This is an optimization exercise on Yosys and OpenROAD, whose aim is small area, a short achievable clock period and few clock cycles, not a production implementation.
Power figures rest on the tool's default switching activity, not on a simulated workload.

// mips32_core
module mips32_core(
    input clk,
    input reset_all,
    input HALT,
    output [15:0] out,
    output halted,
    output imem_en,
    output [10:0] imem_addr,
    input  [31:0] imem_rdata,
    output dmem_en,
    output dmem_we,
    output [10:0] dmem_addr,
    output [31:0] dmem_wdata,
    input  [31:0] dmem_rdata
    );
    reg [31:0] R [0:15];
    reg [31:0] pc;       
    reg        irv;      
    reg        mv;       
    reg [10:0] fa;       
    reg        fen;      
    reg        hlt;      
    reg        l1v;      
    reg [3:0]  l1r;      
    reg        l2v;      
    reg [3:0]  l2r;      
    reg        den, dwe;
    reg        rq;       
    reg [10:0] dad;
    reg [31:0] dwd;
    assign out = {R[4][7:0], R[3][7:0]};
    assign halted = hlt;
    assign imem_en = fen;
    assign imem_addr = fa;
    assign dmem_en = den;
    assign dmem_we = dwe;
    assign dmem_addr = dad;
    assign dmem_wdata = dwd;
    reg [4:0]  op;
    reg [18:0] imm19;
    reg [15:0] rso, rto;
    reg [3:0]  xa;
    wire c_r   = q_r;
    wire c_ld  = (op == 5'd14);
    wire c_st  = (op == 5'd15);
  ...
clock: 34.0 ns
lec_check: 0
cap_margin: 20
core_margin: 2
core_utilization: 65
slew_margin: 70
standard.sh (not shown) runs the stock make flow with config.mk's settings and CLKGATE_MAP_FILE= SYNTH_SCRIPT=/design/flow/synth_recipe.tcl, a recipe that flattens the netlist after the stock synthesis.
==> flow/flow/run.sh <==
#!/bin/bash
# The standard layout, with two changes after synthesis (which runs
# unchanged): the port buffers are buf_4 cells rather than the default
# delay-buffer cells, and the resizer may not use the clkdlybuf4s* /
# dlymetal6s* delay cells when it buffers nets.
set -o pipefail
bash standard.sh synth > synth.log 2>&1 || exit 1
export BUFFER_PORTS_ARGS="-buffer_cell sky130_fd_sc_hd__buf_4"
export DONT_USE_CELLS="sky130_fd_sc_hd__clkdlybuf4s15_1 sky130_fd_sc_hd__clkdlybuf4s15_2 sky130_fd_sc_hd__clkdlybuf4s18_1 sky130_fd_sc_hd__clkdlybuf4s18_2 sky130_fd_sc_hd__clkdlybuf4s25_1 sky130_fd_sc_hd__clkdlybuf4s25_2 sky130_fd_sc_hd__clkdlybuf4s50_1 sky130_fd_sc_hd__clkdlybuf4s50_2 sky130_fd_sc_hd__dlymetal6s2s_1 sky130_fd_sc_hd__dlymetal6s4s_1 sky130_fd_sc_hd__dlymetal6s6s_1"
bash standard.sh finish > layout.log 2>&1
==> next run, changes <==
--- a/flow/design.v
+++ b/flow/design.v
@@ -840,33 +840,15 @@
     wire [31:0] imm = {{13{imm19[18]}}, imm19};
     wire [31:0] B2  = c_r ? B : imm;
     wire [31:0] ax = c_br ? pc : A;
     wire [31:0] bx = q_four ? 32'd4 : B2;
     wire [32:0] sum = {1'b0, ax} + {1'b0, q_inv ? ~bx : bx} + {32'd0, q_inv | c_br};
     wire cout = sum[32];
-    function [2:0] ucmp(input [31:0] a, input [31:0] b);
-        reg [31:0] g, l, e;
-        reg [31:0] g2, l2, e2;
-        integer i, n;
-        begin
-            g = a & ~b; l = ~a & b; e = ~(a ^ b);
-            for (n = 16; n >= 1; n = n / 2) begin
-                g2 = 32'd0; l2 = 32'd0; e2 = 32'd0;
-                for (i = 0; i < n; i = i + 1) begin
-                    g2[i] = g[2*i+1] | (e[2*i+1] & g[2*i]);
-                    l2[i] = l[2*i+1] | (e[2*i+1] & l[2*i]);
-                    e2[i] = e[2*i+1] & e[2*i];
-                end
-                g = g2; l = l2; e = e2;
-            end
-            ucmp = {g[0], l[0], e[0]};
-        end
-    endfunction
-    wire [2:0] uc = ucmp(A, B2);
-    wire ugt = uc[2];                
-    wire ult = uc[1];                
+    wire eq  = (A == B2);
+    wire ugt = cout & ~eq;           
+    wire ult = ~cout;                
     wire sd  = A[31] ^ B2[31];
     wire lt  = sd ? A[31]  : (A[31] ? ugt : ult);
     wire gt  = sd ? B2[31] : (A[31] ? ult : ugt);
     function [2:0] pc4(input [3:0] x);
         case (x)
             4'h0: pc4 = 3'd0; 4'h1, 4'h2, 4'h4, 4'h8: pc4 = 3'd1;
@@ -950,13 +932,13 @@
             den <= ex && (c_ld || c_st);
         end
         if (adv) begin
             op <= imem_rdata[31:27];
             q_r <= (imem_rdata[31:27] == 5'd0);
             q_br <= (imem_rdata[31:29] == 3'b100);
-            q_inv <= (nfn == 5'd1) || (nfn == 5'd11);
+            q_inv <= (nfn == 5'd1) || (nfn == 5'd11) || (nfn == 5'd12) || (nfn == 5'd13) || (nfn == 5'd16);
             q_four <= (nfn == 5'd10) || (nfn == 5'd11);
             imm19 <= imem_rdata[18:0];
             rso <= 16'd1 << imem_rdata[26:23];
             rto <= 16'd1 << imem_rdata[22:19];
             xa <= (imem_rdata[31:27] == 5'd0) ? imem_rdata[18:15] : ((imem_rdata[31:29] == 3'b100) ? 4'd15 : imem_rdata[22:19]);
         end
What happened: Power rises by 6.8%. Die area rises by 0.47%. Count of clock-buffer cells in the layout falls by 4. Setup slack degrades by 0.065 ns. Final cell count falls by 1.5%. Sequential share of layout area falls by 0.61 points. Core utilization rises by 0.86 points. Synthesized area rises by 0.48%. Wire length rises by 5.8%. Global-route usage rises by 3.1 points. Register-to-register slack degrades by 0.72 ns.
Function was not checked in any run of this note: the RTL went through the layout flow alone.

re-timing with driven ports:
The flow's constraints put no driver on any port. The routed layouts listed below were extracted and timed again, unchanged, in two steps. Step 1 (the two cells are an assumption about what drives the block):
set clk [get_ports {clk}]
set_driving_cell -lib_cell sky130_fd_sc_hd__clkbuf_16 $clk
set_driving_cell -lib_cell sky130_fd_sc_hd__buf_2 [delete_from_list [all_inputs] $clk]
Step 2 moves the port delays by t, midway between the first and last clock arrival at a register: inputs arrive t later, outputs are due t later. That takes back most of the time a late clock gives input paths. Slacks: no drivers / after step 1 / after step 2; pairs: no drivers / after step 1.
| run | t, ns | setup WS [ns] | hold slack, ns | latest minus earliest clock arrival (ns) |
|---|---|---|---|---|
| the first run | 0.691 | 25.829 / 25.765 / 25.500 | 0.403 / 0.403 / 0.403 | 0.034 / 0.034 |
| the second run | 0.695 | 25.764 / 25.696 / 25.124 | 0.407 / 0.407 / 0.407 | 0.028 / 0.028 |
After both steps setup and hold are still met in every run listed. The setup slack of the second run, which loses most, moves by -0.068 ns with the drivers and by -0.640 ns with both steps.
